This design comes from an exercise in tuning for small area on the open sky130 flow, not from production work.
RTL that was checked went through simulation tests only; none was proved equivalent to the original.
No functional check of the RTL was part of run 2.
Power and IR drop assume default switching activity.

==> flow/design.v, too long to show whole: its modules and the start of the top module <==
// module color_tracker: 1516 lines
// module fa: 4 lines
// module ha: 4 lines
module color_tracker
(
    input   wire        clk         ,
    input   wire        rst_n       ,
    output  wire [15:0] pix_addr    ,
    output  wire        pix_rden    ,
    input   wire [15:0] pix_data    ,
    output  wire [7:0]  vga_r       ,
    output  wire [7:0]  vga_g       ,
    output  wire [7:0]  vga_b       ,
    output  reg         th_hsync    ,
    output  reg         th_vsync    ,
    output  wire [31:0] x_error     ,
    output  wire [31:0] h_error
 ) ;
function rge;
    input [15:0] a;
    input [15:0] b;
    integer i;
    reg c;
    begin
        c = 1'b1;
        for (i = 0; i < 16; i = i + 1)
            c = (a[i] & ~b[i]) | (~(a[i] ^ b[i]) & c);
  // ...
==> flow/flow/run.sh <==
#!/bin/bash
# The standard layout (standard.sh: the ORFS run, unchanged synthesis),
# with one change: the buffers ORFS puts on every input and output port are
# the platform's smallest buffer, sky130_fd_sc_hd__buf_1.
set -euo pipefail
bash standard.sh "BUFFER_PORTS_ARGS=-buffer_cell sky130_fd_sc_hd__buf_1" finish > standard_flow.log 2>&1
==> flow/standard.sh <==
#!/bin/bash
# synth_recipe.tcl (not shown) runs the flow's synth.tcl, then flattens the netlist and writes it again
# the make line also repeats each setting of config.mk as NAME=value (left out here)
make -C /OpenROAD-flow-scripts/flow DESIGN_CONFIG=/design/flow/config.mk WORK_HOME=/design/flow/orfs CLKGATE_MAP_FILE= SYNTH_SCRIPT=/design/flow/synth_recipe.tcl "${@:-finish}"
==> flow/config.mk <==
export PLATFORM = sky130hd
export DESIGN_NAME = color_tracker
export DESIGN_NICKNAME = color_tracker
export VERILOG_FILES = /design/flow/design.v
export SDC_FILE = /design/flow/constraint.sdc
export NUM_CORES = 4
export LEC_CHECK = 0
export CAP_MARGIN = 20
export CORE_MARGIN = 2
export CORE_UTILIZATION = 65
export CTS_BUF_LIST = sky130_fd_sc_hd__clkbuf_8
export SLEW_MARGIN = 20
export SYNTH_HIERARCHICAL = 1
==> flow/constraint.sdc <==
create_clock -name core_clock -period 12.0 [get_ports {clk}]
set_input_delay 2.4000 -clock core_clock [delete_from_list [all_inputs] [get_ports {clk}]]
set_output_delay 2.4000 -clock core_clock [all_outputs]
set_load 0.01 [all_outputs]
==> reports/summary.txt, run 1 <==
Crit path cell chain = inv_1 -> ha_1 -> inv_1 -> fa_1 -> fa_1 -> fa_1 -> fa_1 -> fa_1 -> fa_1 -> fa_1 -> and2_1 -> fa_1 -> fa_1 -> fa_1 -> fa_1 -> fa_1 -> fa_1 -> fa_1 -> fa_1 -> fa_1 -> mux2i_1 -> buf_4 -> mux2_4 -> buf_1
Share of cells above drive strength 1 = 7.315%
H-tree Lvls = 4
Signal inverters = 119
Clock sinks = 167
Largest net degree at the start of global routing = 67
Status = timing/DRC/antenna clean
M1 WL = 11560 um
Clock network fraction of total power = 30.6%
Critical Path Fanout Max = 13
Post-Route Setup TNS = 0 ns
CTS resizes = 1
Synth Area in XOR/XNOR = 1.279%
Diode count = 0
Max power group = sequential cells
Sequential fraction of the synthesis area = 28.36%
NumNets Final = 1645
GRT met2 Usage = 46.34%
CORE AREA = 20820 um2
Final instance area = 14330 um2
Cell count after synthesis = 1267
Compound-gate portion of the synthesized area = 7.335%
Final Hold Slack = 0.3312 ns
DP Worst Slack = 0.5137 ns
PortBufs = 124
Post-synthesis cell area = 13700 um2
Final Max Slew Viols = 0
DIE HEIGHT = 149.2 um
First-pass GRT wire length = 46330 um
Sw Ratio = 33.37%
==> run 2: changes to the inputs <==
==> flow/design.v (replaced) <==
`timescale 1ns/ 1ps
module color_tracker
(
    input   wire        clk         ,
    input   wire        rst_n       ,
    output  wire [15:0] pix_addr    ,
    output  wire        pix_rden    ,
    input   wire [15:0] pix_data    ,
    output  wire [7:0]  vga_r       ,
    output  wire [7:0]  vga_g       ,
    output  wire [7:0]  vga_b       ,
    output  reg         th_hsync    ,
    output  reg         th_vsync    ,
    output  wire [31:0] x_error     ,
    output  wire [31:0] h_error
 ) ;
function rge;
    input [15:0] a;
    input [15:0] b;
    integer i;
    reg c;
    begin
        c = 1'b1;
        for (i = 0; i < 16; i = i + 1)
            c = (a[i] & ~b[i]) | (~(a[i] ^ b[i]) & c);
        rge = c;
    end
endfunction
function [15:0] radd;
    input [15:0] a;
    input [15:0] b;
    integer i;
    reg c;
    begin
        c = 1'b0;
        for (i = 0; i < 16; i = i + 1) begin
            radd[i] = a[i] ^ b[i] ^ c;
            c = (a[i] & b[i]) | (c & (a[i] ^ b[i]));
        end
    end
endfunction
function [4:0] nx5;
    input [4:0] s;
    nx5 = {s[3:0], ~(s[4] ^ s[2])};
endfunction
function [2:0] nx3;
    input [2:0] s;
    nx3 = {s[1:0], ~(s[2] ^ s[1])};
endfunction
function [8:0] nx9;
    input [8:0] s;
    nx9 = {s[7:0], ~(s[8] ^ s[4])};
endfunction
localparam [4:0] C5_0 = 5'd0, C5_15 = 5'd11, C5_16 = 5'd23;
localparam [2:0] C3_0 = 3'd0, C3_4 = 3'd5, C3_5 = 3'd2;
localparam [8:0] C9_0 = 9'd0, C9_500 = 9'd67;
reg [9:0]  h;
reg [9:0]  v;
reg [15:0] addr;
wire       addr_en;
reg [15:0] d1, d2, d3;
reg [7:0]  x0, y0, x1, y1;
wire       wrap = &x1[7:4];                      
wire [8:0] ma;
wire hs_1;
wire hc_2;
wire fs_3;
wire fc_4;
wire fs_5;
wire fc_6;
wire fs_7;
wire fc_8;
wire hs_9;
wire hc_10;
wire hs_11;
wire hc_12;
wire fs_13;
wire fc_14;
wire fs_15;
wire fc_16;
wire fs_17;
wire fc_18;
wire hs_19;
wire hc_20;
wire hs_21;
wire hc_22;
wire hs_23;
wire hc_24;
wire fs_25;
wire fc_26;
wire fs_27;
wire fc_28;
wire fs_29;
wire fc_30;
wire fs_31;
wire fc_32;
wire fs_33;
wire fc_34;
wire fs_35;
wire fc_36;
wire hs_37;
wire hc_38;
wire hs_39;
wire hc_40;
wire hs_41;
wire hc_42;
wire fs_43;
wire fc_44;
wire fs_45;
wire fc_46;
wire fs_47;
wire fc_48;
wire fs_49;
wire fc_50;
wire hs_51;
wire hc_52;
wire hs_53;
wire hc_54;
wire hs_55;
wire hc_56;
wire hs_57;
wire hc_58;
wire [8:0] t_p;
wire [9:0] t_sb;
wire hs_59;
wire hc_60;
wire fs_61;
wire fc_62;
wire fs_63;
wire fc_64;
wire hs_65;
wire hc_66;
wire hs_67;
wire hc_68;
wire hs_69;
wire hc_70;
wire fs_71;
wire fc_72;
wire fs_73;
wire fc_74;
wire fs_75;
wire fc_76;
wire fs_77;
wire fc_78;
wire xs_79;
wire xc_80;
wire fs_81;
wire fc_82;
wire fs_83;
wire fc_84;
wire fs_85;
wire fc_86;
wire fs_87;
wire fc_88;
wire fs_89;
wire fc_90;
wire fs_91;
wire fc_92;
wire fs_93;
wire fc_94;
wire fs_95;
wire fc_96;
wire [10:0] t_e3;
wire hs_97;
wire hc_98;
wire fs_99;
wire fc_100;
wire fs_101;
wire fc_102;
wire fs_103;
wire fc_104;
wire hs_105;
wire hc_106;
wire hs_107;
wire hc_108;
wire hs_109;
wire hc_110;
wire fs_111;
wire fc_112;
wire fs_113;
wire fc_114;
wire fs_115;
wire fc_116;
wire hs_117;
wire hc_118;
wire xs_119;
wire xc_120;
wire fs_121;
wire fc_122;
wire fs_123;
wire fc_124;
wire fs_125;
wire fc_126;
wire fs_127;
wire fc_128;
wire xs_129;
wire xc_130;
wire xs_131;
wire xc_132;
wire xs_133;
wire xc_134;
wire xs_135;
wire xc_136;
wire hs_137;
wire hc_138;
wire fs_139;
wire fc_140;
wire fs_141;
wire fc_142;
wire fs_143;
wire fc_144;
wire fs_145;
wire fc_146;
wire hs_147;
wire hc_148;
wire hs_149;
wire hc_150;
wire hs_151;
wire hc_152;
wire [11:0] t_c19;
wire hs_153;
wire hc_154;
wire fs_155;
wire fc_156;
wire fs_157;
wire fc_158;
wire fs_159;
wire fc_160;
wire fs_161;
wire fc_162;
wire hs_163;
wire hc_164;
wire hs_165;
wire hc_166;
wire hs_167;
wire hc_168;
wire [8:0] t_k5;
function [8:0] t_h14;   
    input [4:0] r;
    case (r)
        5'd0: t_h14 = 9'd0;
        5'd1: t_h14 = 9'd0;
        5'd2: t_h14 = 9'd0;
        5'd3: t_h14 = 9'd0;
        5'd4: t_h14 = 9'd0;
        5'd5: t_h14 = 9'd0;
        5'd6: t_h14 = 9'd0;
        5'd7: t_h14 = 9'd0;
        5'd8: t_h14 = 9'd11;
        5'd9: t_h14 = 9'd25;
        5'd10: t_h14 = 9'd39;
        5'd11: t_h14 = 9'd53;
        5'd12: t_h14 = 9'd67;
        5'd13: t_h14 = 9'd81;
        5'd14: t_h14 = 9'd95;
        5'd15: t_h14 = 9'd109;
        5'd16: t_h14 = 9'd123;
        5'd17: t_h14 = 9'd137;
        5'd18: t_h14 = 9'd151;
        5'd19: t_h14 = 9'd165;
        5'd20: t_h14 = 9'd179;
        5'd21: t_h14 = 9'd193;
        5'd22: t_h14 = 9'd207;
        5'd23: t_h14 = 9'd221;
        5'd24: t_h14 = 9'd235;
        5'd25: t_h14 = 9'd249;
        5'd26: t_h14 = 9'd263;
        5'd27: t_h14 = 9'd277;
        5'd28: t_h14 = 9'd291;
        5'd29: t_h14 = 9'd305;
        5'd30: t_h14 = 9'd319;
        5'd31: t_h14 = 9'd333;
        default: t_h14 = 9'd0;
    endcase
endfunction
function [4:0] t_b1;    
    input [2:0] r;
    input [2:0] g;
    case ({r, g})
        6'd31: t_b1 = 5'd31;
        6'd24: t_b1 = 5'd31;
        6'd25: t_b1 = 5'd27;
        6'd26: t_b1 = 5'd23;
        6'd27: t_b1 = 5'd18;
        6'd28: t_b1 = 5'd14;
        6'd39: t_b1 = 5'd31;
        6'd32: t_b1 = 5'd29;
        6'd33: t_b1 = 5'd25;
        6'd34: t_b1 = 5'd20;
        6'd35: t_b1 = 5'd16;
        6'd36: t_b1 = 5'd11;
        6'd47: t_b1 = 5'd31;
        6'd40: t_b1 = 5'd27;
        6'd41: t_b1 = 5'd22;
        6'd42: t_b1 = 5'd17;
        6'd43: t_b1 = 5'd13;
        6'd44: t_b1 = 5'd8;
        6'd55: t_b1 = 5'd28;
        6'd48: t_b1 = 5'd24;
        6'd49: t_b1 = 5'd19;
        6'd50: t_b1 = 5'd15;
        6'd51: t_b1 = 5'd10;
        6'd52: t_b1 = 5'd6;
        6'd63: t_b1 = 5'd26;
        6'd56: t_b1 = 5'd21;
        6'd57: t_b1 = 5'd17;
        6'd58: t_b1 = 5'd12;
        6'd59: t_b1 = 5'd7;
        6'd60: t_b1 = 5'd3;
        default: t_b1 = 5'd0;
    endcase
endfunction
wire hs_169;
wire hc_170;
wire hs_171;
wire hc_172;
wire hs_173;
wire hc_174;
wire hs_175;
wire hc_176;
wire hs_177;
wire hc_178;
wire hs_179;
wire hc_180;
wire hs_181;
wire hc_182;
wire hs_183;
wire hc_184;
wire hs_185;
wire hc_186;
wire [9:0] h_inc;
wire hs_187;
wire hc_188;
wire hs_189;
wire hc_190;
wire hs_191;
wire hc_192;
wire hs_193;
wire hc_194;
wire hs_195;
wire hc_196;
wire hs_197;
wire hc_198;
wire hs_199;
wire hc_200;
wire hs_201;
wire hc_202;
wire hs_203;
wire hc_204;
wire [9:0] v_inc;
wire hs_205;
wire hc_206;
wire hs_207;
wire hc_208;
wire hs_209;
wire hc_210;
wire hs_211;
wire hc_212;
wire hs_213;
wire hc_214;
wire hs_215;
wire hc_216;
wire hs_217;
wire hc_218;
wire hs_219;
wire hc_220;
wire hs_221;
wire hc_222;
wire hs_223;
wire hc_224;
wire hs_225;
wire hc_226;
wire hs_227;
wire hc_228;
wire hs_229;
wire hc_230;
wire hs_231;
wire hc_232;
wire hs_233;
wire hc_234;
wire hs_235;
wire hc_236;
wire [15:0] addr_nx;
wire cx_237;
wire fs_238;
wire fc_239;
wire fs_240;
wire fc_241;
wire fs_242;
wire fc_243;
wire fs_244;
wire fc_245;
wire fs_246;
wire fc_247;
wire fs_248;
wire fc_249;
wire fs_250;
wire fc_251;
wire [7:0] midx;
wire cy_252;
wire fs_253;
wire fc_254;
wire fs_255;
wire fc_256;
wire fs_257;
wire fc_258;
wire fs_259;
wire fc_260;
wire fs_261;
wire fc_262;
wire fs_263;
wire fc_264;
wire fs_265;
wire fc_266;
wire [7:0] midy;
wire xs_267;
wire xc_268;
wire fs_269;
wire fc_270;
wire fs_271;
wire fc_272;
wire fs_273;
wire fc_274;
wire fs_275;
wire fc_276;
wire fs_277;
wire fc_278;
wire fs_279;
wire fc_280;
wire fs_281;
wire fc_282;
wire xs_283;
wire xc_284;
wire fs_285;
wire fc_286;
wire fs_287;
wire fc_288;
wire fs_289;
wire fc_290;
wire fs_291;
wire fc_292;
wire fs_293;
wire fc_294;
wire fs_295;
wire fc_296;
wire fs_297;
wire fc_298;
wire [8:0] dxs;
wire [8:0] dys;
wire pp_299;
wire pp_300;
wire pp_301;
wire pp_302;
wire pp_303;
wire pp_304;
wire pp_305;
wire pp_306;
wire pp_307;
wire pp_308;
wire pp_309;
wire pp_310;
wire pp_311;
wire pp_312;
wire pp_313;
wire pp_314;
wire pp_315;
wire pp_316;
wire pp_317;
wire pp_318;
wire pp_319;
wire pp_320;
wire pp_321;
wire pp_322;
wire pp_323;
wire pp_324;
wire pp_325;
wire pp_326;
wire pp_327;
wire pp_328;
wire pp_329;
wire pp_330;
wire pp_331;
wire pp_332;
wire pp_333;
wire pp_334;
wire pp_335;
wire pp_336;
wire pp_337;
wire pp_338;
wire pp_339;
wire pp_340;
wire pp_341;
wire pp_342;
wire pp_343;
wire pp_344;
wire pp_345;
wire pp_346;
wire pp_347;
wire pp_348;
wire pp_349;
wire pp_350;
wire pp_351;
wire pp_352;
wire pp_353;
wire pp_354;
wire pp_355;
wire pp_356;
wire pp_357;
wire pp_358;
wire pp_359;
wire pp_360;
wire pp_361;
wire pp_362;
wire pp_363;
wire pp_364;
wire pp_365;
wire pp_366;
wire pp_367;
wire pp_368;
wire pp_369;
wire pp_370;
wire pp_371;
wire pp_372;
wire pp_373;
wire pp_374;
wire pp_375;
wire pp_376;
wire pp_377;
wire pp_378;
wire pp_379;
wire wr_380;
wire wr_381;
wire wr_382;
wire wr_383;
wire wr_384;
wire wr_385;
wire wr_386;
wire wr_387;
wire wr_388;
wire fs_389;
wire fc_390;
wire fs_391;
wire fc_392;
wire hs_393;
wire hc_394;
wire fs_395;
wire fc_396;
wire fs_397;
wire fc_398;
wire hs_399;
wire hc_400;
wire xs_401;
wire xc_402;
wire fs_403;
wire fc_404;
wire fs_405;
wire fc_406;
wire fs_407;
wire fc_408;
wire fs_409;
wire fc_410;
wire xs_411;
wire xc_412;
wire fs_413;
wire fc_414;
wire xs_415;
wire xc_416;
wire hs_417;
wire hc_418;
wire xs_419;
wire xc_420;
wire xs_421;
wire xc_422;
wire fs_423;
wire fc_424;
wire hs_425;
wire hc_426;
wire fs_427;
wire fc_428;
wire fs_429;
wire fc_430;
wire fs_431;
wire fc_432;
wire fs_433;
wire fc_434;
wire fs_435;
wire fc_436;
wire fs_437;
wire fc_438;
wire fs_439;
wire fc_440;
wire fs_441;
wire fc_442;
wire fs_443;
wire fc_444;
wire fs_445;
wire fc_446;
wire fs_447;
wire fc_448;
wire fs_449;
wire fc_450;
wire fs_451;
wire fc_452;
wire fs_453;
wire fc_454;
wire fs_455;
wire fc_456;
wire fs_457;
wire fc_458;
wire xs_459;
wire xc_460;
wire fs_461;
wire fc_462;
wire xs_463;
wire xc_464;
wire hs_465;
wire hc_466;
wire fs_467;
wire fc_468;
wire fs_469;
wire fc_470;
wire fs_471;
wire fc_472;
wire fs_473;
wire fc_474;
wire fs_475;
wire fc_476;
wire fs_477;
wire fc_478;
wire fs_479;
wire fc_480;
wire fs_481;
wire fc_482;
wire fs_483;
wire fc_484;
wire fs_485;
wire fc_486;
wire fs_487;
wire fc_488;
wire fs_489;
wire fc_490;
wire xs_491;
wire xc_492;
wire hs_493;
wire hc_494;
wire fs_495;
wire fc_496;
wire fs_497;
wire fc_498;
wire fs_499;
wire fc_500;
wire fs_501;
wire fc_502;
wire fs_503;
wire fc_504;
wire fs_505;
wire fc_506;
wire fs_507;
wire fc_508;
wire fs_509;
wire fc_510;
wire fs_511;
wire fc_512;
wire fs_513;
wire fc_514;
wire fs_515;
wire fc_516;
wire fs_517;
wire fc_518;
wire fs_519;
wire fc_520;
wire fs_521;
wire fc_522;
wire hs_523;
wire hc_524;
wire hs_525;
wire hc_526;
wire fs_527;
wire fc_528;
wire fs_529;
wire fc_530;
wire fs_531;
wire fc_532;
wire fs_533;
wire fc_534;
wire fs_535;
wire fc_536;
wire fs_537;
wire fc_538;
wire hs_539;
wire hc_540;
wire fs_541;
wire fc_542;
wire fs_543;
wire fc_544;
wire fs_545;
wire fc_546;
wire fs_547;
wire fc_548;
wire fs_549;
wire fc_550;
wire xs_551;
wire xc_552;
wire fs_553;
wire fc_554;
wire fs_555;
wire fc_556;
wire fs_557;
wire fc_558;
wire fs_559;
wire fc_560;
wire fs_561;
wire fc_562;
wire cs_563;
wire cs_564;
wire cs_565;
wire cs_566;
wire cs_567;
wire cs_568;
wire cc_569;
wire hs_570;
wire hc_571;
wire fs_572;
wire fc_573;
wire fs_574;
wire fc_575;
wire fs_576;
wire fc_577;
wire fs_578;
wire fc_579;
wire fs_580;
wire fc_581;
wire xs_582;
wire xc_583;
wire fs_584;
wire fc_585;
wire fs_586;
wire fc_587;
wire fs_588;
wire fc_589;
wire fs_590;
wire fc_591;
wire fs_592;
wire fc_593;
wire cs_594;
wire cs_595;
wire cs_596;
wire cs_597;
wire cs_598;
wire cs_599;
wire [19:0] hv;
ha u_ha1 (.a(d3[12]), .b(d3[11]), .s(hs_1), .co(hc_2));
fa u_fa1 (.a(d3[13]), .b(d3[12]), .c(hc_2), .s(fs_3), .co(fc_4));
fa u_fa2 (.a(d3[14]), .b(d3[13]), .c(fc_4), .s(fs_5), .co(fc_6));
fa u_fa3 (.a(d3[15]), .b(d3[14]), .c(fc_6), .s(fs_7), .co(fc_8));
ha u_ha2 (.a(d3[15]), .b(fc_8), .s(hs_9), .co(hc_10));
ha u_ha3 (.a(d3[7]), .b(d3[5]), .s(hs_11), .co(hc_12));
fa u_fa4 (.a(d3[8]), .b(d3[6]), .c(hc_12), .s(fs_13), .co(fc_14));
fa u_fa5 (.a(d3[9]), .b(d3[7]), .c(fc_14), .s(fs_15), .co(fc_16));
fa u_fa6 (.a(d3[10]), .b(d3[8]), .c(fc_16), .s(fs_17), .co(fc_18));
ha u_ha4 (.a(d3[9]), .b(fc_18), .s(hs_19), .co(hc_20));
ha u_ha5 (.a(d3[10]), .b(hc_20), .s(hs_21), .co(hc_22));
ha u_ha6 (.a(d3[11]), .b(d3[5]), .s(hs_23), .co(hc_24));
fa u_fa7 (.a(hs_1), .b(d3[6]), .c(hc_24), .s(fs_25), .co(fc_26));
fa u_fa8 (.a(fs_3), .b(hs_11), .c(fc_26), .s(fs_27), .co(fc_28));
fa u_fa9 (.a(fs_5), .b(fs_13), .c(fc_28), .s(fs_29), .co(fc_30));
fa u_fa10 (.a(fs_7), .b(fs_15), .c(fc_30), .s(fs_31), .co(fc_32));
fa u_fa11 (.a(hs_9), .b(fs_17), .c(fc_32), .s(fs_33), .co(fc_34));
fa u_fa12 (.a(hc_10), .b(hs_19), .c(fc_34), .s(fs_35), .co(fc_36));
ha u_ha7 (.a(hs_21), .b(fc_36), .s(hs_37), .co(hc_38));
assign hs_39 = hc_22 ^ hc_38;
ha u_ha9 (.a(hs_23), .b(d3[0]), .s(hs_41), .co(hc_42));
fa u_fa13 (.a(fs_25), .b(d3[1]), .c(hc_42), .s(fs_43), .co(fc_44));
fa u_fa14 (.a(fs_27), .b(d3[2]), .c(fc_44), .s(fs_45), .co(fc_46));
fa u_fa15 (.a(fs_29), .b(d3[3]), .c(fc_46), .s(fs_47), .co(fc_48));
fa u_fa16 (.a(fs_31), .b(d3[4]), .c(fc_48), .s(fs_49), .co(fc_50));
ha u_ha10 (.a(fs_33), .b(fc_50), .s(hs_51), .co(hc_52));
ha u_ha11 (.a(fs_35), .b(hc_52), .s(hs_53), .co(hc_54));
ha u_ha12 (.a(hs_37), .b(hc_54), .s(hs_55), .co(hc_56));
ha u_ha13 (.a(hs_39), .b(hc_56), .s(hs_57), .co(hc_58));
assign t_p[0] = hs_23;
assign t_p[1] = fs_25;
assign t_p[2] = fs_27;
assign t_p[3] = fs_29;
assign t_p[4] = fs_31;
assign t_p[5] = fs_33;
assign t_p[6] = fs_35;
assign t_p[7] = hs_37;
assign t_p[8] = hs_39;
assign t_sb[0] = hs_41;
assign t_sb[1] = fs_43;
assign t_sb[2] = fs_45;
assign t_sb[3] = fs_47;
assign t_sb[4] = fs_49;
assign t_sb[5] = hs_51;
assign t_sb[6] = hs_53;
assign t_sb[7] = hs_55;
assign t_sb[8] = hs_57;
assign t_sb[9] = hc_58;
ha u_ha14 (.a(d3[2]), .b(d3[0]), .s(hs_59), .co(hc_60));
fa u_fa17 (.a(d3[3]), .b(d3[1]), .c(hc_60), .s(fs_61), .co(fc_62));
fa u_fa18 (.a(d3[4]), .b(d3[2]), .c(fc_62), .s(fs_63), .co(fc_64));
ha u_ha15 (.a(d3[3]), .b(fc_64), .s(hs_65), .co(hc_66));
ha u_ha16 (.a(d3[4]), .b(hc_66), .s(hs_67), .co(hc_68));
ha u_ha17 (.a(fs_61), .b(d3[0]), .s(hs_69), .co(hc_70));
fa u_fa19 (.a(fs_63), .b(d3[1]), .c(hc_70), .s(fs_71), .co(fc_72));
fa u_fa20 (.a(hs_65), .b(d3[2]), .c(fc_72), .s(fs_73), .co(fc_74));
fa u_fa21 (.a(hs_67), .b(d3[3]), .c(fc_74), .s(fs_75), .co(fc_76));
fa u_fa22 (.a(hc_68), .b(d3[4]), .c(fc_76), .s(fs_77), .co(fc_78));
assign xs_79 = ~(hs_23 ^ ~d3[0]);
assign xc_80 = (hs_23 | ~d3[0]);
fa u_fa23 (.a(fs_25), .b(~d3[1]), .c(xc_80), .s(fs_81), .co(fc_82));
fa u_fa24 (.a(fs_27), .b(~hs_59), .c(fc_82), .s(fs_83), .co(fc_84));
fa u_fa25 (.a(fs_29), .b(~hs_69), .c(fc_84), .s(fs_85), .co(fc_86));
fa u_fa26 (.a(fs_31), .b(~fs_71), .c(fc_86), .s(fs_87), .co(fc_88));
fa u_fa27 (.a(fs_33), .b(~fs_73), .c(fc_88), .s(fs_89), .co(fc_90));
fa u_fa28 (.a(fs_35), .b(~fs_75), .c(fc_90), .s(fs_91), .co(fc_92));
fa u_fa29 (.a(hs_37), .b(~fs_77), .c(fc_92), .s(fs_93), .co(fc_94));
fa u_fa30 (.a(hs_39), .b(~fc_78), .c(fc_94), .s(fs_95), .co(fc_96));
assign t_e3[0] = xs_79;
assign t_e3[1] = fs_81;
assign t_e3[2] = fs_83;
assign t_e3[3] = fs_85;
assign t_e3[4] = fs_87;
assign t_e3[5] = fs_89;
assign t_e3[6] = fs_91;
assign t_e3[7] = fs_93;
assign t_e3[8] = fs_95;
assign t_e3[9] = ~fc_96;
assign t_e3[10] = ~fc_96;
ha u_ha18 (.a(d3[12]), .b(d3[5]), .s(hs_97), .co(hc_98));
fa u_fa31 (.a(d3[13]), .b(d3[6]), .c(hc_98), .s(fs_99), .co(fc_100));
fa u_fa32 (.a(d3[14]), .b(d3[7]), .c(fc_100), .s(fs_101), .co(fc_102));
fa u_fa33 (.a(d3[15]), .b(d3[8]), .c(fc_102), .s(fs_103), .co(fc_104));
ha u_ha19 (.a(d3[9]), .b(fc_104), .s(hs_105), .co(hc_106));
ha u_ha20 (.a(d3[10]), .b(hc_106), .s(hs_107), .co(hc_108));
ha u_ha21 (.a(fs_5), .b(d3[0]), .s(hs_109), .co(hc_110));
fa u_fa34 (.a(fs_7), .b(d3[1]), .c(hc_110), .s(fs_111), .co(fc_112));
fa u_fa35 (.a(hs_9), .b(d3[2]), .c(fc_112), .s(fs_113), .co(fc_114));
fa u_fa36 (.a(hc_10), .b(d3[3]), .c(fc_114), .s(fs_115), .co(fc_116));
ha u_ha22 (.a(d3[4]), .b(fc_116), .s(hs_117), .co(hc_118));
assign xs_119 = ~(d3[11] ^ ~d3[0]);
assign xc_120 = (d3[11] | ~d3[0]);
fa u_fa37 (.a(hs_1), .b(~d3[1]), .c(xc_120), .s(fs_121), .co(fc_122));
fa u_fa38 (.a(fs_3), .b(~d3[2]), .c(fc_122), .s(fs_123), .co(fc_124));
fa u_fa39 (.a(hs_109), .b(~d3[3]), .c(fc_124), .s(fs_125), .co(fc_126));
fa u_fa40 (.a(fs_111), .b(~d3[4]), .c(fc_126), .s(fs_127), .co(fc_128));
assign xs_129 = ~(fs_113 ^ fc_128);
assign xc_130 = (fs_113 | fc_128);
assign xs_131 = ~(fs_115 ^ xc_130);
assign xc_132 = (fs_115 | xc_130);
assign xs_133 = ~(hs_117 ^ xc_132);
assign xc_134 = (hs_117 | xc_132);
assign xs_135 = ~(hc_118 ^ xc_134);
assign xc_136 = (hc_118 | xc_134);
ha u_ha23 (.a(d3[11]), .b(fs_127), .s(hs_137), .co(hc_138));
fa u_fa41 (.a(hs_97), .b(xs_129), .c(hc_138), .s(fs_139), .co(fc_140));
fa u_fa42 (.a(fs_99), .b(xs_131), .c(fc_140), .s(fs_141), .co(fc_142));
fa u_fa43 (.a(fs_101), .b(xs_133), .c(fc_142), .s(fs_143), .co(fc_144));
fa u_fa44 (.a(fs_103), .b(xs_135), .c(fc_144), .s(fs_145), .co(fc_146));
ha u_ha24 (.a(hs_105), .b(fc_146), .s(hs_147), .co(hc_148));
ha u_ha25 (.a(hs_107), .b(hc_148), .s(hs_149), .co(hc_150));
assign hs_151 = hc_108 ^ hc_150;
assign t_c19[0] = xs_119;
assign t_c19[1] = fs_121;
assign t_c19[2] = fs_123;
assign t_c19[3] = fs_125;
assign t_c19[4] = hs_137;
assign t_c19[5] = fs_139;
assign t_c19[6] = fs_141;
assign t_c19[7] = fs_143;
assign t_c19[8] = fs_145;
assign t_c19[9] = hs_147;
assign t_c19[10] = hs_149;
assign t_c19[11] = hs_151;
ha u_ha27 (.a(fs_43), .b(d3[11]), .s(hs_153), .co(hc_154));
fa u_fa45 (.a(fs_45), .b(d3[12]), .c(hc_154), .s(fs_155), .co(fc_156));
fa u_fa46 (.a(fs_47), .b(d3[13]), .c(fc_156), .s(fs_157), .co(fc_158));
fa u_fa47 (.a(fs_49), .b(d3[14]), .c(fc_158), .s(fs_159), .co(fc_160));
fa u_fa48 (.a(hs_51), .b(d3[15]), .c(fc_160), .s(fs_161), .co(fc_162));
ha u_ha28 (.a(hs_53), .b(fc_162), .s(hs_163), .co(hc_164));
ha u_ha29 (.a(hs_55), .b(hc_164), .s(hs_165), .co(hc_166));
assign hs_167 = hs_57 ^ hc_166;
assign t_k5[0] = hs_41;
assign t_k5[1] = hs_153;
assign t_k5[2] = fs_155;
assign t_k5[3] = fs_157;
assign t_k5[4] = fs_159;
assign t_k5[5] = fs_161;
assign t_k5[6] = hs_163;
assign t_k5[7] = hs_165;
assign t_k5[8] = hs_167;
ha u_ha31 (.a(h[1]), .b(h[0]), .s(hs_169), .co(hc_170));
ha u_ha32 (.a(h[2]), .b(hc_170), .s(hs_171), .co(hc_172));
ha u_ha33 (.a(h[3]), .b(hc_172), .s(hs_173), .co(hc_174));
ha u_ha34 (.a(h[4]), .b(hc_174), .s(hs_175), .co(hc_176));
ha u_ha35 (.a(h[5]), .b(hc_176), .s(hs_177), .co(hc_178));
ha u_ha36 (.a(h[6]), .b(hc_178), .s(hs_179), .co(hc_180));
ha u_ha37 (.a(h[7]), .b(hc_180), .s(hs_181), .co(hc_182));
ha u_ha38 (.a(h[8]), .b(hc_182), .s(hs_183), .co(hc_184));
assign hs_185 = h[9] ^ hc_184;
assign h_inc[0] = ~h[0];
assign h_inc[1] = hs_169;
assign h_inc[2] = hs_171;
assign h_inc[3] = hs_173;
assign h_inc[4] = hs_175;
assign h_inc[5] = hs_177;
assign h_inc[6] = hs_179;
assign h_inc[7] = hs_181;
assign h_inc[8] = hs_183;
assign h_inc[9] = hs_185;
ha u_ha40 (.a(v[1]), .b(v[0]), .s(hs_187), .co(hc_188));
ha u_ha41 (.a(v[2]), .b(hc_188), .s(hs_189), .co(hc_190));
ha u_ha42 (.a(v[3]), .b(hc_190), .s(hs_191), .co(hc_192));
ha u_ha43 (.a(v[4]), .b(hc_192), .s(hs_193), .co(hc_194));
ha u_ha44 (.a(v[5]), .b(hc_194), .s(hs_195), .co(hc_196));
ha u_ha45 (.a(v[6]), .b(hc_196), .s(hs_197), .co(hc_198));
ha u_ha46 (.a(v[7]), .b(hc_198), .s(hs_199), .co(hc_200));
ha u_ha47 (.a(v[8]), .b(hc_200), .s(hs_201), .co(hc_202));
assign hs_203 = v[9] ^ hc_202;
assign v_inc[0] = ~v[0];
assign v_inc[1] = hs_187;
assign v_inc[2] = hs_189;
assign v_inc[3] = hs_191;
assign v_inc[4] = hs_193;
assign v_inc[5] = hs_195;
assign v_inc[6] = hs_197;
assign v_inc[7] = hs_199;
assign v_inc[8] = hs_201;
assign v_inc[9] = hs_203;
ha u_ha49 (.a(addr[0]), .b(addr_en), .s(hs_205), .co(hc_206));
ha u_ha50 (.a(addr[1]), .b(hc_206), .s(hs_207), .co(hc_208));
ha u_ha51 (.a(addr[2]), .b(hc_208), .s(hs_209), .co(hc_210));
ha u_ha52 (.a(addr[3]), .b(hc_210), .s(hs_211), .co(hc_212));
ha u_ha53 (.a(addr[4]), .b(hc_212), .s(hs_213), .co(hc_214));
ha u_ha54 (.a(addr[5]), .b(hc_214), .s(hs_215), .co(hc_216));
ha u_ha55 (.a(addr[6]), .b(hc_216), .s(hs_217), .co(hc_218));
ha u_ha56 (.a(addr[7]), .b(hc_218), .s(hs_219), .co(hc_220));
ha u_ha57 (.a(addr[8]), .b(hc_220), .s(hs_221), .co(hc_222));
ha u_ha58 (.a(addr[9]), .b(hc_222), .s(hs_223), .co(hc_224));
ha u_ha59 (.a(addr[10]), .b(hc_224), .s(hs_225), .co(hc_226));
ha u_ha60 (.a(addr[11]), .b(hc_226), .s(hs_227), .co(hc_228));
ha u_ha61 (.a(addr[12]), .b(hc_228), .s(hs_229), .co(hc_230));
ha u_ha62 (.a(addr[13]), .b(hc_230), .s(hs_231), .co(hc_232));
ha u_ha63 (.a(addr[14]), .b(hc_232), .s(hs_233), .co(hc_234));
assign hs_235 = addr[15] ^ hc_234;
assign addr_nx[0] = hs_205;
assign addr_nx[1] = hs_207;
assign addr_nx[2] = hs_209;
assign addr_nx[3] = hs_211;
assign addr_nx[4] = hs_213;
assign addr_nx[5] = hs_215;
assign addr_nx[6] = hs_217;
assign addr_nx[7] = hs_219;
assign addr_nx[8] = hs_221;
assign addr_nx[9] = hs_223;
assign addr_nx[10] = hs_225;
assign addr_nx[11] = hs_227;
assign addr_nx[12] = hs_229;
assign addr_nx[13] = hs_231;
assign addr_nx[14] = hs_233;
assign addr_nx[15] = hs_235;
assign cx_237 = x0[0] & x1[0];
fa u_fa49 (.a(x0[1]), .b(x1[1]), .c(cx_237), .s(fs_238), .co(fc_239));
fa u_fa50 (.a(x0[2]), .b(x1[2]), .c(fc_239), .s(fs_240), .co(fc_241));
fa u_fa51 (.a(x0[3]), .b(x1[3]), .c(fc_241), .s(fs_242), .co(fc_243));
fa u_fa52 (.a(x0[4]), .b(x1[4]), .c(fc_243), .s(fs_244), .co(fc_245));
fa u_fa53 (.a(x0[5]), .b(x1[5]), .c(fc_245), .s(fs_246), .co(fc_247));
fa u_fa54 (.a(x0[6]), .b(x1[6]), .c(fc_247), .s(fs_248), .co(fc_249));
fa u_fa55 (.a(x0[7]), .b(x1[7]), .c(fc_249), .s(fs_250), .co(fc_251));
assign midx[0] = fs_238;
assign midx[1] = fs_240;
assign midx[2] = fs_242;
assign midx[3] = fs_244;
assign midx[4] = fs_246;
assign midx[5] = fs_248;
assign midx[6] = fs_250;
assign midx[7] = fc_251;
assign cy_252 = y0[0] & y1[0];
fa u_fa56 (.a(y0[1]), .b(y1[1]), .c(cy_252), .s(fs_253), .co(fc_254));
fa u_fa57 (.a(y0[2]), .b(y1[2]), .c(fc_254), .s(fs_255), .co(fc_256));
fa u_fa58 (.a(y0[3]), .b(y1[3]), .c(fc_256), .s(fs_257), .co(fc_258));
fa u_fa59 (.a(y0[4]), .b(y1[4]), .c(fc_258), .s(fs_259), .co(fc_260));
fa u_fa60 (.a(y0[5]), .b(y1[5]), .c(fc_260), .s(fs_261), .co(fc_262));
fa u_fa61 (.a(y0[6]), .b(y1[6]), .c(fc_262), .s(fs_263), .co(fc_264));
fa u_fa62 (.a(y0[7]), .b(y1[7]), .c(fc_264), .s(fs_265), .co(fc_266));
assign midy[0] = fs_253;
assign midy[1] = fs_255;
assign midy[2] = fs_257;
assign midy[3] = fs_259;
assign midy[4] = fs_261;
assign midy[5] = fs_263;
assign midy[6] = fs_265;
assign midy[7] = fc_266;
assign xs_267 = ~(x1[0] ^ ~x0[0]);
assign xc_268 = (x1[0] | ~x0[0]);
fa u_fa63 (.a(x1[1]), .b(~x0[1]), .c(xc_268), .s(fs_269), .co(fc_270));
fa u_fa64 (.a(x1[2]), .b(~x0[2]), .c(fc_270), .s(fs_271), .co(fc_272));
fa u_fa65 (.a(x1[3]), .b(~x0[3]), .c(fc_272), .s(fs_273), .co(fc_274));
fa u_fa66 (.a(x1[4]), .b(~x0[4]), .c(fc_274), .s(fs_275), .co(fc_276));
fa u_fa67 (.a(x1[5]), .b(~x0[5]), .c(fc_276), .s(fs_277), .co(fc_278));
fa u_fa68 (.a(x1[6]), .b(~x0[6]), .c(fc_278), .s(fs_279), .co(fc_280));
fa u_fa69 (.a(x1[7]), .b(~x0[7]), .c(fc_280), .s(fs_281), .co(fc_282));
assign xs_283 = ~(y1[0] ^ ~y0[0]);
assign xc_284 = (y1[0] | ~y0[0]);
fa u_fa70 (.a(y1[1]), .b(~y0[1]), .c(xc_284), .s(fs_285), .co(fc_286));
fa u_fa71 (.a(y1[2]), .b(~y0[2]), .c(fc_286), .s(fs_287), .co(fc_288));
fa u_fa72 (.a(y1[3]), .b(~y0[3]), .c(fc_288), .s(fs_289), .co(fc_290));
fa u_fa73 (.a(y1[4]), .b(~y0[4]), .c(fc_290), .s(fs_291), .co(fc_292));
fa u_fa74 (.a(y1[5]), .b(~y0[5]), .c(fc_292), .s(fs_293), .co(fc_294));
fa u_fa75 (.a(y1[6]), .b(~y0[6]), .c(fc_294), .s(fs_295), .co(fc_296));
fa u_fa76 (.a(y1[7]), .b(~y0[7]), .c(fc_296), .s(fs_297), .co(fc_298));
assign dxs[0] = xs_267;
assign dxs[1] = fs_269;
assign dxs[2] = fs_271;
assign dxs[3] = fs_273;
assign dxs[4] = fs_275;
assign dxs[5] = fs_277;
assign dxs[6] = fs_279;
assign dxs[7] = fs_281;
assign dxs[8] = ~fc_282;
assign dys[0] = xs_283;
assign dys[1] = fs_285;
assign dys[2] = fs_287;
assign dys[3] = fs_289;
assign dys[4] = fs_291;
assign dys[5] = fs_293;
assign dys[6] = fs_295;
assign dys[7] = fs_297;
assign dys[8] = ~fc_298;
assign pp_299 = ma[0] & dys[0];
assign pp_300 = ma[1] & dys[0];
assign pp_301 = ma[2] & dys[0];
assign pp_302 = ma[3] & dys[0];
assign pp_303 = ma[4] & dys[0];
assign pp_304 = ma[5] & dys[0];
assign pp_305 = ma[6] & dys[0];
assign pp_306 = ma[7] & dys[0];
assign pp_307 = ~(ma[8] & dys[0]);
assign pp_308 = ma[0] & dys[1];
assign pp_309 = ma[1] & dys[1];
assign pp_310 = ma[2] & dys[1];
assign pp_311 = ma[3] & dys[1];
assign pp_312 = ma[4] & dys[1];
assign pp_313 = ma[5] & dys[1];
assign pp_314 = ma[6] & dys[1];
assign pp_315 = ma[7] & dys[1];
assign pp_316 = ~(ma[8] & dys[1]);
assign pp_317 = ma[0] & dys[2];
assign pp_318 = ma[1] & dys[2];
assign pp_319 = ma[2] & dys[2];
assign pp_320 = ma[3] & dys[2];
assign pp_321 = ma[4] & dys[2];
assign pp_322 = ma[5] & dys[2];
assign pp_323 = ma[6] & dys[2];
assign pp_324 = ma[7] & dys[2];
assign pp_325 = ~(ma[8] & dys[2]);
assign pp_326 = ma[0] & dys[3];
assign pp_327 = ma[1] & dys[3];
assign pp_328 = ma[2] & dys[3];
assign pp_329 = ma[3] & dys[3];
assign pp_330 = ma[4] & dys[3];
assign pp_331 = ma[5] & dys[3];
assign pp_332 = ma[6] & dys[3];
assign pp_333 = ma[7] & dys[3];
assign pp_334 = ~(ma[8] & dys[3]);
assign pp_335 = ma[0] & dys[4];
assign pp_336 = ma[1] & dys[4];
assign pp_337 = ma[2] & dys[4];
assign pp_338 = ma[3] & dys[4];
assign pp_339 = ma[4] & dys[4];
assign pp_340 = ma[5] & dys[4];
assign pp_341 = ma[6] & dys[4];
assign pp_342 = ma[7] & dys[4];
assign pp_343 = ~(ma[8] & dys[4]);
assign pp_344 = ma[0] & dys[5];
assign pp_345 = ma[1] & dys[5];
assign pp_346 = ma[2] & dys[5];
assign pp_347 = ma[3] & dys[5];
assign pp_348 = ma[4] & dys[5];
assign pp_349 = ma[5] & dys[5];
assign pp_350 = ma[6] & dys[5];
assign pp_351 = ma[7] & dys[5];
assign pp_352 = ~(ma[8] & dys[5]);
assign pp_353 = ma[0] & dys[6];
assign pp_354 = ma[1] & dys[6];
assign pp_355 = ma[2] & dys[6];
assign pp_356 = ma[3] & dys[6];
assign pp_357 = ma[4] & dys[6];
assign pp_358 = ma[5] & dys[6];
assign pp_359 = ma[6] & dys[6];
assign pp_360 = ma[7] & dys[6];
assign pp_361 = ~(ma[8] & dys[6]);
assign pp_362 = ma[0] & dys[7];
assign pp_363 = ma[1] & dys[7];
assign pp_364 = ma[2] & dys[7];
assign pp_365 = ma[3] & dys[7];
assign pp_366 = ma[4] & dys[7];
assign pp_367 = ma[5] & dys[7];
assign pp_368 = ma[6] & dys[7];
assign pp_369 = ma[7] & dys[7];
assign pp_370 = ~(ma[8] & dys[7]);
assign pp_371 = ~(ma[0] & dys[8]);
assign pp_372 = ~(ma[1] & dys[8]);
assign pp_373 = ~(ma[2] & dys[8]);
assign pp_374 = ~(ma[3] & dys[8]);
assign pp_375 = ~(ma[4] & dys[8]);
assign pp_376 = ~(ma[5] & dys[8]);
assign pp_377 = ~(ma[6] & dys[8]);
assign pp_378 = ~(ma[7] & dys[8]);
assign pp_379 = ma[8] & dys[8];
assign wr_380 = wrap & dys[0];
assign wr_381 = wrap & dys[1];
assign wr_382 = wrap & dys[2];
assign wr_383 = wrap & dys[3];
assign wr_384 = wrap & dys[4];
assign wr_385 = wrap & dys[5];
assign wr_386 = wrap & dys[6];
assign wr_387 = wrap & dys[7];
assign wr_388 = ~(wrap & dys[8]);
fa u_fa77 (.a(pp_305), .b(pp_313), .c(pp_321), .s(fs_389), .co(fc_390));
fa u_fa78 (.a(pp_306), .b(pp_314), .c(pp_322), .s(fs_391), .co(fc_392));
ha u_ha65 (.a(pp_330), .b(pp_338), .s(hs_393), .co(hc_394));
fa u_fa79 (.a(pp_307), .b(pp_315), .c(pp_323), .s(fs_395), .co(fc_396));
fa u_fa80 (.a(pp_331), .b(pp_339), .c(pp_347), .s(fs_397), .co(fc_398));
ha u_ha66 (.a(pp_355), .b(pp_363), .s(hs_399), .co(hc_400));
assign xs_401 = ~(pp_316 ^ pp_324);
assign xc_402 = (pp_316 | pp_324);
fa u_fa81 (.a(pp_332), .b(pp_340), .c(pp_348), .s(fs_403), .co(fc_404));
fa u_fa82 (.a(pp_356), .b(pp_364), .c(pp_372), .s(fs_405), .co(fc_406));
fa u_fa83 (.a(pp_325), .b(pp_333), .c(pp_341), .s(fs_407), .co(fc_408));
fa u_fa84 (.a(pp_349), .b(pp_357), .c(pp_365), .s(fs_409), .co(fc_410));
assign xs_411 = ~(pp_334 ^ pp_342);
assign xc_412 = (pp_334 | pp_342);
fa u_fa85 (.a(pp_350), .b(pp_358), .c(pp_366), .s(fs_413), .co(fc_414));
assign xs_415 = ~(pp_343 ^ pp_351);
assign xc_416 = (pp_343 | pp_351);
ha u_ha67 (.a(pp_359), .b(pp_367), .s(hs_417), .co(hc_418));
assign xs_419 = ~(pp_352 ^ pp_360);
assign xc_420 = (pp_352 | pp_360);
assign xs_421 = ~(pp_303 ^ pp_311);
assign xc_422 = (pp_303 | pp_311);
fa u_fa86 (.a(~pp_304), .b(pp_312), .c(pp_320), .s(fs_423), .co(fc_424));
ha u_ha68 (.a(pp_328), .b(pp_336), .s(hs_425), .co(hc_426));
fa u_fa87 (.a(fs_389), .b(pp_329), .c(pp_337), .s(fs_427), .co(fc_428));
fa u_fa88 (.a(pp_345), .b(pp_353), .c(pp_304), .s(fs_429), .co(fc_430));
fa u_fa89 (.a(fs_391), .b(hs_393), .c(pp_346), .s(fs_431), .co(fc_432));
fa u_fa90 (.a(pp_354), .b(pp_362), .c(fc_390), .s(fs_433), .co(fc_434));
fa u_fa91 (.a(fs_395), .b(fs_397), .c(hs_399), .s(fs_435), .co(fc_436));
fa u_fa92 (.a(pp_371), .b(fc_392), .c(hc_394), .s(fs_437), .co(fc_438));
fa u_fa93 (.a(xs_401), .b(fs_403), .c(fs_405), .s(fs_439), .co(fc_440));
fa u_fa94 (.a(fc_396), .b(fc_398), .c(hc_400), .s(fs_441), .co(fc_442));
fa u_fa95 (.a(fs_407), .b(fs_409), .c(pp_373), .s(fs_443), .co(fc_444));
fa u_fa96 (.a(xc_402), .b(fc_404), .c(fc_406), .s(fs_445), .co(fc_446));
fa u_fa97 (.a(xs_411), .b(fs_413), .c(pp_374), .s(fs_447), .co(fc_448));
fa u_fa98 (.a(wr_380), .b(fc_408), .c(fc_410), .s(fs_449), .co(fc_450));
fa u_fa99 (.a(xs_415), .b(hs_417), .c(pp_375), .s(fs_451), .co(fc_452));
fa u_fa100 (.a(wr_381), .b(xc_412), .c(fc_414), .s(fs_453), .co(fc_454));
fa u_fa101 (.a(xs_419), .b(pp_368), .c(pp_376), .s(fs_455), .co(fc_456));
fa u_fa102 (.a(wr_382), .b(xc_416), .c(hc_418), .s(fs_457), .co(fc_458));
assign xs_459 = ~(pp_361 ^ pp_369);
assign xc_460 = (pp_361 | pp_369);
fa u_fa103 (.a(pp_377), .b(wr_383), .c(xc_420), .s(fs_461), .co(fc_462));
assign xs_463 = ~(pp_370 ^ pp_378);
assign xc_464 = (pp_370 | pp_378);
ha u_ha69 (.a(pp_302), .b(pp_310), .s(hs_465), .co(hc_466));
fa u_fa104 (.a(xs_421), .b(pp_319), .c(pp_327), .s(fs_467), .co(fc_468));
fa u_fa105 (.a(fs_423), .b(hs_425), .c(pp_344), .s(fs_469), .co(fc_470));
fa u_fa106 (.a(fs_427), .b(fs_429), .c(fc_424), .s(fs_471), .co(fc_472));
fa u_fa107 (.a(fs_431), .b(fs_433), .c(fc_428), .s(fs_473), .co(fc_474));
fa u_fa108 (.a(fs_435), .b(fs_437), .c(fc_432), .s(fs_475), .co(fc_476));
fa u_fa109 (.a(fs_439), .b(fs_441), .c(fc_436), .s(fs_477), .co(fc_478));
fa u_fa110 (.a(fs_443), .b(fs_445), .c(fc_440), .s(fs_479), .co(fc_480));
fa u_fa111 (.a(fs_447), .b(fs_449), .c(fc_444), .s(fs_481), .co(fc_482));
fa u_fa112 (.a(fs_451), .b(fs_453), .c(fc_448), .s(fs_483), .co(fc_484));
fa u_fa113 (.a(fs_455), .b(fs_457), .c(fc_452), .s(fs_485), .co(fc_486));
fa u_fa114 (.a(xs_459), .b(fs_461), .c(fc_456), .s(fs_487), .co(fc_488));
fa u_fa115 (.a(xs_463), .b(wr_384), .c(xc_460), .s(fs_489), .co(fc_490));
assign xs_491 = ~(pp_379 ^ wr_385);
assign xc_492 = (pp_379 | wr_385);
ha u_ha70 (.a(pp_301), .b(pp_309), .s(hs_493), .co(hc_494));
fa u_fa116 (.a(hs_465), .b(pp_318), .c(pp_326), .s(fs_495), .co(fc_496));
fa u_fa117 (.a(fs_467), .b(pp_335), .c(hc_466), .s(fs_497), .co(fc_498));
fa u_fa118 (.a(fs_469), .b(xc_422), .c(fc_468), .s(fs_499), .co(fc_500));
fa u_fa119 (.a(fs_471), .b(hc_426), .c(fc_470), .s(fs_501), .co(fc_502));
fa u_fa120 (.a(fs_473), .b(fc_430), .c(fc_472), .s(fs_503), .co(fc_504));
fa u_fa121 (.a(fs_475), .b(fc_434), .c(fc_474), .s(fs_505), .co(fc_506));
fa u_fa122 (.a(fs_477), .b(fc_438), .c(fc_476), .s(fs_507), .co(fc_508));
fa u_fa123 (.a(fs_479), .b(fc_442), .c(fc_478), .s(fs_509), .co(fc_510));
fa u_fa124 (.a(fs_481), .b(fc_446), .c(fc_480), .s(fs_511), .co(fc_512));
fa u_fa125 (.a(fs_483), .b(fc_450), .c(fc_482), .s(fs_513), .co(fc_514));
fa u_fa126 (.a(fs_485), .b(fc_454), .c(fc_484), .s(fs_515), .co(fc_516));
fa u_fa127 (.a(fs_487), .b(fc_458), .c(fc_486), .s(fs_517), .co(fc_518));
fa u_fa128 (.a(fs_489), .b(fc_462), .c(fc_488), .s(fs_519), .co(fc_520));
fa u_fa129 (.a(xs_491), .b(xc_464), .c(fc_490), .s(fs_521), .co(fc_522));
ha u_ha71 (.a(wr_386), .b(xc_492), .s(hs_523), .co(hc_524));
ha u_ha72 (.a(pp_300), .b(pp_308), .s(hs_525), .co(hc_526));
fa u_fa130 (.a(hs_493), .b(pp_317), .c(hc_526), .s(fs_527), .co(fc_528));
fa u_fa131 (.a(fs_495), .b(hc_494), .c(fc_528), .s(fs_529), .co(fc_530));
fa u_fa132 (.a(fs_497), .b(fc_496), .c(fc_530), .s(fs_531), .co(fc_532));
fa u_fa133 (.a(fs_499), .b(fc_498), .c(fc_532), .s(fs_533), .co(fc_534));
fa u_fa134 (.a(fs_501), .b(fc_500), .c(fc_534), .s(fs_535), .co(fc_536));
fa u_fa135 (.a(fs_503), .b(fc_502), .c(fc_536), .s(fs_537), .co(fc_538));
ha u_ha73 (.a(fs_505), .b(fc_504), .s(hs_539), .co(hc_540));
fa u_fa136 (.a(fs_507), .b(fc_506), .c(hc_540), .s(fs_541), .co(fc_542));
fa u_fa137 (.a(fs_509), .b(fc_508), .c(fc_542), .s(fs_543), .co(fc_544));
fa u_fa138 (.a(fs_511), .b(fc_510), .c(fc_544), .s(fs_545), .co(fc_546));
fa u_fa139 (.a(fs_513), .b(fc_512), .c(fc_546), .s(fs_547), .co(fc_548));
fa u_fa140 (.a(fs_515), .b(fc_514), .c(fc_548), .s(fs_549), .co(fc_550));
assign xs_551 = ~(fs_505 ^ fc_504);
assign xc_552 = (fs_505 | fc_504);
fa u_fa141 (.a(fs_507), .b(fc_506), .c(xc_552), .s(fs_553), .co(fc_554));
fa u_fa142 (.a(fs_509), .b(fc_508), .c(fc_554), .s(fs_555), .co(fc_556));
fa u_fa143 (.a(fs_511), .b(fc_510), .c(fc_556), .s(fs_557), .co(fc_558));
fa u_fa144 (.a(fs_513), .b(fc_512), .c(fc_558), .s(fs_559), .co(fc_560));
fa u_fa145 (.a(fs_515), .b(fc_514), .c(fc_560), .s(fs_561), .co(fc_562));
assign cs_563 = fc_538 ? xs_551 : hs_539;
assign cs_564 = fc_538 ? fs_553 : fs_541;
assign cs_565 = fc_538 ? fs_555 : fs_543;
assign cs_566 = fc_538 ? fs_557 : fs_545;
assign cs_567 = fc_538 ? fs_559 : fs_547;
assign cs_568 = fc_538 ? fs_561 : fs_549;
assign cc_569 = fc_538 ? fc_562 : fc_550;
ha u_ha74 (.a(fs_517), .b(fc_516), .s(hs_570), .co(hc_571));
fa u_fa146 (.a(fs_519), .b(fc_518), .c(hc_571), .s(fs_572), .co(fc_573));
fa u_fa147 (.a(fs_521), .b(fc_520), .c(fc_573), .s(fs_574), .co(fc_575));
fa u_fa148 (.a(hs_523), .b(fc_522), .c(fc_575), .s(fs_576), .co(fc_577));
fa u_fa149 (.a(~wr_387), .b(hc_524), .c(fc_577), .s(fs_578), .co(fc_579));
assign fs_580 = wr_388 ^ wr_387 ^ fc_579;
assign xs_582 = ~(fs_517 ^ fc_516);
assign xc_583 = (fs_517 | fc_516);
fa u_fa151 (.a(fs_519), .b(fc_518), .c(xc_583), .s(fs_584), .co(fc_585));
fa u_fa152 (.a(fs_521), .b(fc_520), .c(fc_585), .s(fs_586), .co(fc_587));
fa u_fa153 (.a(hs_523), .b(fc_522), .c(fc_587), .s(fs_588), .co(fc_589));
fa u_fa154 (.a(~wr_387), .b(hc_524), .c(fc_589), .s(fs_590), .co(fc_591));
assign fs_592 = wr_388 ^ wr_387 ^ fc_591;
assign cs_594 = cc_569 ? xs_582 : hs_570;
assign cs_595 = cc_569 ? fs_584 : fs_572;
assign cs_596 = cc_569 ? fs_586 : fs_574;
assign cs_597 = cc_569 ? fs_588 : fs_576;
assign cs_598 = cc_569 ? fs_590 : fs_578;
assign cs_599 = cc_569 ? fs_592 : fs_580;
assign hv[0] = pp_299;
assign hv[1] = hs_525;
assign hv[2] = fs_527;
assign hv[3] = fs_529;
assign hv[4] = fs_531;
assign hv[5] = fs_533;
assign hv[6] = fs_535;
assign hv[7] = fs_537;
assign hv[8] = cs_563;
assign hv[9] = cs_564;
assign hv[10] = cs_565;
assign hv[11] = cs_566;
assign hv[12] = cs_567;
assign hv[13] = cs_568;
assign hv[14] = cs_594;
assign hv[15] = cs_595;
assign hv[16] = cs_596;
assign hv[17] = cs_597;
assign hv[18] = cs_598;
assign hv[19] = cs_599;
wire h_end = (h == 10'd800);
wire h_200 = (h == 10'd200);
always @(posedge clk or negedge rst_n) begin
    if (!rst_n)     h <= 10'd636;
    else if (h_end) h <= 10'd0;
    else            h <= h_inc;
end
always @(posedge clk or negedge rst_n) begin
    if (!rst_n)     v <= 10'd480;
    else if (h_200) v <= (v == 10'd525) ? 10'd0 : v_inc;
end
wire h_lt195 = !rge(h, 195);
wire h_lt196 = !rge(h, 196);
wire h_lt198 = !rge(h, 198);
wire h_lt199 = !rge(h, 199);
wire h_lt201 = !rge(h, 201);
wire h_ge796 = rge(h, 796);
wire h_ge797 = rge(h, 797);
wire h_ge799 = rge(h, 799);
wire r1 = !rge(v, 164);                         
wire r2 = rge(v, 200) && !rge(v, 364);          
assign pix_rden = (h_ge796 || h_lt195) && (r1 || r2);
wire de_a = (h_end || h_lt199) && r1;
wire de_b = (h_ge799 || h_lt198) && r2;
wire de_l = (h != 10'd0) && h_lt201 && r1;
assign addr_en = h_ge797 || h_lt196;
always @(posedge clk) begin
    if (!(r1 || r2)) addr <= 16'd0;
    else             addr <= addr_nx;
end
assign pix_addr = (h == 10'd796) ? 16'd0 : addr;
wire h_ge5 = rge(h, 641) || h_lt201;             
always @(posedge clk or negedge rst_n) begin
    if (!rst_n) begin
        th_hsync <= 1'b0;
        th_vsync <= 1'b0;
    end else begin
        th_hsync <= rge(h, 657) && !rge(h, 753);
        th_vsync <= (v == 10'd491) || (h_ge5 ? (v == 10'd490) : (v == 10'd492));
    end
end
always @(posedge clk) begin
    d1 <= pix_data;
    d2 <= d1;
    d3 <= d2;
end
wire [4:0] tR = d3[15:11];
wire [5:0] tG = d3[10:5];
wire [4:0] tB = d3[4:0];
wire t_c0 = rge({6'd0, t_sb}, 16'd49);
wire [15:0] t_r7 = radd({11'd0, tR}, 16'hfff9);           
wire t_c4 = rge({11'd0, tR}, 16'd7) && rge({7'd0, t_r7[4:0], 4'b1011}, {7'd0, t_k5});
wire t_c1 = rge(16'd1764, {4'd0, t_c19});
wire t_c23 = rge({5'd0, t_e3 ^ 11'h400}, 16'd920) &&       
             rge(16'd1127, {5'd0, t_e3 ^ 11'h400});        
wire target = t_c0 && t_c1 && t_c23 && t_c4;
reg nb0;         
reg nb1;         
reg nb2;         
always @(posedge clk or negedge rst_n) begin
    if (!rst_n) begin
        nb0 <= 1'b0;
        nb1 <= 1'b1;
        nb2 <= 1'b1;
    end else begin
        nb0 <= !target;
        nb1 <= nb0;
        nb2 <= nb1;
    end
end
reg rq1, rq2;
always @(posedge clk or negedge rst_n) begin
    if (!rst_n) begin
        rq1 <= 1'b0;
        rq2 <= 1'b0;
    end else begin
        rq1 <= 1'b1;
        rq2 <= rq1;
    end
end
wire rst_d = !rq2;
wire       eol  = de_l && h_200;             
wire       v163 = (v == 10'd163);
wire [15:0] v_m4  = radd({8'd0, v[7:0]}, 16'hfffc);
wire [15:0] h_m16 = radd({8'd0, h[7:0]}, 16'hfff0);
wire [7:0] vl4  = v_m4[7:0];                         
wire [7:0] hl15 = de_l ? h_m16[7:0] : 8'd241;         
reg [4:0] hb;    
reg [2:0] vb;    
reg [4:0] he;    
reg [2:0] ve;    
reg [8:0] cnt;   
reg       fd;
wire hb16    = (hb == C5_16);
wire cnt_sat = (cnt == C9_500);
reg [7:0] x0n, y0n, x1n, y1n;
always @(*) begin
    x0n = x0;
    y0n = y0;
    x1n = x1;
    y1n = y1;
    if (rst_d) begin
        x0n = 8'd0;
        y0n = 8'd0;
        x1n = 8'd0;
    end else if (vb == C3_4) begin
        if (hb == C5_15) begin
            x0n = hl15;
            y0n = vl4;
        end else if (he == C5_15) begin
            x1n = hl15;
        end
    end else if (fd) begin
        x0n = 8'd0;
        y0n = 8'd0;
        x1n = 8'd0;
    end
    if (rst_d)            y1n = 8'd0;
    else if (ve == C3_4)  y1n = vl4;
    else if (fd)          y1n = 8'd0;
end
always @(posedge clk) begin
    if (!de_l)     hb <= C5_0;
    else if (hb16) hb <= hb;
    else if (!nb2) hb <= nx5(hb);
    else           hb <= C5_0;
    if (!hb16)             he <= C5_0;
    else if (he == C5_16)  he <= he;
    else if (nb2)          he <= nx5(he);
    else                   he <= C5_0;
end
always @(posedge clk or negedge rst_n) begin
    if (!rst_n) begin
        vb  <= C3_0;
        ve  <= C3_0;
        cnt <= C9_0;
        fd  <= 1'b0;
        x0  <= 8'd80;
        y0  <= 8'd0;
        x1  <= 8'd120;
        y1  <= 8'd50;
    end else begin
        if (v163)             vb <= C3_0;
        else if (vb == C3_5)  vb <= vb;
        else if (eol)         vb <= hb16 ? nx3(vb) : C3_0;
        if (vb != C3_5)       ve <= C3_0;
        else if (ve == C3_5)  ve <= ve;
        else if (eol)         ve <= (hb == C5_0) ? nx3(ve) : C3_0;
        if (v163 && eol)           cnt <= C9_0;
        else if (!nb2 && !cnt_sat) cnt <= nx9(cnt);
        if (de_l && h == 10'd191 && v[7:0] == 8'd159) fd <= !cnt_sat;
        x0 <= x0n;
        y0 <= y0n;
        x1 <= x1n;
        y1 <= y1n;
    end
end
wire [15:0] xe = radd({8'd0, midx}, wrap ? 16'd796 : 16'd924);
assign x_error = {{22{xe[9] & !wrap}}, xe[9:0]};
assign ma = {dxs[8] ^ wrap, dxs[7:0]};
assign h_error = {{12{hv[19]}}, hv};
wire [7:0] hd = h[9] ? 8'd0 : h[7:0];        
wire [7:0] vd = v[7:0];
wire flag0 = !rge({8'd0, x0n}, {8'd0, hd}) && !rge({8'd0, hd}, {8'd0, x1n});
wire flag1 = !rge({8'd0, y0n}, {8'd0, vd}) && !rge({8'd0, vd}, {8'd0, y1n});
wire red   = (flag0 && (vd == y0n || vd == y1n)) ||
             (flag1 && (hd == x0n || hd == x1n)) ||
             (!wrap && vd == midy && hd == midx);
wire white = !red && nb1;
wire rw    = red || white;
reg [4:0] or_r;
reg [5:0] or_g;
reg [4:0] or_b;
reg       or_rl, or_gl;
always @(posedge clk or negedge rst_n) begin
    if (!rst_n) begin
        or_r  <= 5'd0;
        or_g  <= 6'd0;
        or_b  <= 5'd0;
        or_rl <= 1'b0;
        or_gl <= 1'b0;
    end else if (de_a) begin
        or_r  <= {5{rw}};
        or_g  <= {6{white}};
        or_b  <= {5{white}};
        or_rl <= rw;
        or_gl <= white;
    end else if (de_b) begin
        or_r  <= d3[15:11];
        or_g  <= d3[10:5];
        or_b  <= d3[4:0];
        or_rl <= 1'b0;
        or_gl <= 1'b0;
    end else begin
        or_r  <= 5'd0;
        or_g  <= 6'd0;
        or_b  <= 5'd0;
        or_rl <= 1'b0;
        or_gl <= 1'b0;
    end
end
assign vga_r = {or_r, {3{or_rl}}};
assign vga_g = {or_g, {2{or_gl}}};
assign vga_b = {or_b, {3{or_gl}}};
endmodule
module fa (input a, input b, input c, output s, output co);
    assign s  = a ^ b ^ c;
    assign co = (a & b) | (c & (a ^ b));
endmodule
module ha (input a, input b, output s, output co);
    assign s  = a ^ b;
    assign co = a & b;
endmodule
==> flow/flow/run.sh (replaced) <==
#!/bin/bash
# The standard layout (standard.sh: the ORFS run, unchanged synthesis),
# with two changes: the buffers ORFS puts on every input and output port are
# the platform's smallest buffer, sky130_fd_sc_hd__buf_1, and clock tree
# synthesis uses clkbuf_8 and inserts no dummy loads.
set -euo pipefail
bash standard.sh "BUFFER_PORTS_ARGS=-buffer_cell sky130_fd_sc_hd__buf_1" \
  "CTS_ARGS=-sink_clustering_enable -repair_clock_nets -buf_list sky130_fd_sc_hd__clkbuf_8 -dont_use_dummy_load" \
  finish > standard_flow.log 2>&1
==> run 2 against run 1 <==
Highest routed layer unchanged. Critical endpoint is now h_error[29]. Die area down 2.9%. Cell area down 3.4%. Clock skew up 0.0051 ns. Clock-buffer cell count unchanged. Hold slack worse by 0.0021 ns.
==> reports/summary.txt, run 2 <==
NumNets Final = 1627 (was 1645)
Slew HR = 36.31% (was 28.42%)
Arrival @ worst endpoint = 9.22 ns (was 9.25 ns)
Share of cells above drive strength 1 = 7.187% (was 7.315%)
Critical Path Fanout Max = 9 (was 13)
Status = timing/DRC/antenna clean (unchanged)
Cell count after synthesis = 1255 (was 1267)
Clock sinks = 167 (unchanged)
DRT Wirelength = 27210 um (was 27800 um)
Post-synthesis cell area = 13290 um2 (was 13700 um2)
Synth Area in XOR/XNOR = 1.912% (was 1.279%)
Type of origin of the critical path = flop (unchanged)
CTS tree = done (unchanged)
# hold bufs at CTS = 0 (unchanged)
Compound-gate portion of the synthesized area = 7.138% (was 7.335%)
Sw Ratio = 31.34% (was 33.37%)
Vias in the first global route = 9247 (was 9227)
CORE AREA = 20170 um2 (was 20820 um2)
Routability congestion estimate = 0.8935 (was 0.9113)
Die width = 147.0 um (was 149.2 um)
Largest net degree at the start of global routing = 68 (was 67)
GR Overflow Total = 0 (unchanged)
CP endpoint kind = output pin (unchanged)
Post-Route Setup TNS = 0 ns (unchanged)
Worst-margin pin slew = 0.9518 ns (was 1.074 ns)
Final Hold Fails = 0 (unchanged)
Antenna-violating nets left = 0 (unchanged)
Net Count, Synth = 1572 (was 1599)
Clock network fraction of total power = 23.5% (was 30.6%)
Diode count = 0 (unchanged)
Clock Path Buffers = 2 (unchanged)
Combinational family with the most area after synthesis = adder cells (unchanged)
H-tree Lvls = 4 (unchanged)
Final Max Slew Viols = 0 (unchanged)
Initial antenna violation count = 0 (unchanged)
First-pass GRT wire length = 45860 um (was 46330 um)
DR vias/cell = 5.534 (was 5.601)
Number of synthesized flops with an enable pin = 0 (unchanged)
CP required = 9.60 ns (about the same)
CP endpoint = h_error[29] (was h_error[19])
Crit Path Category = flop to output pin (unchanged)
P_int = 886.0 uW (was 894.7 uW)
PortBufs = 124 (unchanged)
Final instance area = 13850 um2 (was 14330 um2)
Sequential cell area = 3835 um2 (was 3885 um2)
Fraction of registers with async set/reset = 55.69% (was 61.68%)
Synth cell count leaders = 154 x fa_1, 145 x ha_1, 117 x inv_1, 94 x and2_1, 74 x dfxtp_1 (was 167 x fa_1, 147 x ha_1, 119 x inv_1, 82 x dfrtp_1, 78 x and2_1)
Sequential fraction of the synthesis area = 28.86% (was 28.36%)
DIE HEIGHT = 147.0 um (was 149.2 um)
-- run 2: through the flow --
| stage | worst slack, ns | instances | util, % | hold WS (ns) |
|---|---|---|---|---|
| 6_report | 0.3798 | 1578 | 68.68 | 0.3291 |
| 5_1_grt | 0.002915 | 1578 | 68.68 | 0.3330 |
| 4_1_cts | 0.04485 | 1575 | 68.37 | 0.3258 |
| 3_5_place_dp | 0.2045 | 1556 | 67.07 | 0.3121 |
| 3_3_place_gp | 0.3241 | 1556 | 67.07 | 0.3099 |
| 2_1_floorplan | 0.3182 | 1255 | - | 0.3096 |
-- run 2: power groups by stage --
stage               Sequential, uW  Clock [uW]  Combinational, uW
floorplan                      618           0                282
CTS                            613         312                378
detailed placement             624           0                372
global route                   616         330                444
finish                         612         303                375
global placement               624           0                353
-- run 2: worst max-delay path, stage by stage, from the launching register on --
cell and delay [ns]:
dfrtp_1 0.40, inv_1 0.06, ha_1 0.12, inv_1 0.04, fa_1 0.37, fa_1 0.39
fa_1 0.39, fa_1 0.39, fa_1 0.40, fa_2 0.36, fa_2 0.57, nor2b_2 0.19
fa_1 0.44, fa_1 0.59, fa_2 0.44, fa_1 0.45, ha_1 0.21, fa_1 0.38
fa_1 0.39, fa_1 0.40, fa_1 0.40, fa_1 0.41, mux2i_4 0.22, mux2i_2 0.28
xnor2_2 0.15, buf_4 0.17, buf_1 0.15
-- run 2: cells by family after synthesis --
family,count (synthesis)
and+or+nand+nor,367
adders and majority gates,299
buffers and inverters,218
DFF,167
AOI/OAI and AO/OA,153
xor gates and xnor gates,29
muxes,21
other,1
-- run 2: area by class of cell --
cell class,count,share of cell area [%]
clock buffers,17,1.689
inverters,117,3.170
multi-input cells,870,60.85
flip-flops and latches,167,27.69
well taps,270,2.439
repair buffers,137,4.164
-- run 2: worst min-delay path by stage --
stage	endpoint	slack (ns)
after floorplan	d2[0]	0.31
after global routing	d2[14]	0.33
final	d3[9]	0.33
after detailed placement	d2[1]	0.31
after CTS	d2[6]	0.33
after global placement	d2[4]	0.31
-- run 2: what timing repair did --
item                                    4_1_cts  5_1_grt
endpoints found under the setup margin       13       18
setup buffers                                 2        3
gates resized for setup                       3       17
endpoints found under the hold margin         0        0
pin swaps                                     1        4
-- run 2: modules after synthesis (local to each module, per instance) --
module | cell area, um2 | flops+latches | times used | cells
fa | 20.02 | 0 | 153 | 1
ha | 12.51 | 0 | 68 | 1
color_tracker | 9373 | 167 | 1 | 1034
-- run 2: metal layers --
metal  part of all wire (%)  up-vias  wire length (um)  global-route usage, %
li1                       -     4180                 -                      -
met1                     43     4315             11600                  34.93
met2                     52      204             14120                  47.35
met3                    3.4       34               930                  3.292
met4                    2.1        0               562                  8.894
met5                      0        -                 0                      0

-- what the ideal ports hide --
How much do the figures lean on ideal ports? The routed layouts below were timed once more, with nothing changed but the port constraints.
Step 1 sets driving cells, clkbuf_16 on the clock port and buf_2 on the other inputs (assumed; they add their load-dependent delay and slew).
Step 2 also shifts input and output timing later by t, the mid clock arrival at the registers, as if the neighbouring blocks saw the same clock.
Three values: no drivers, after step 1, after step 2; two values: the first two.
| run | t, ns | slack for setup (ns) |
|---|---|---|
| run 1 | 0.506 | 0.350 / 0.312 / 0.818 |
| run 2 | 0.482 | 0.380 / 0.337 / 0.819 |
After both steps every run listed still meets setup and hold.
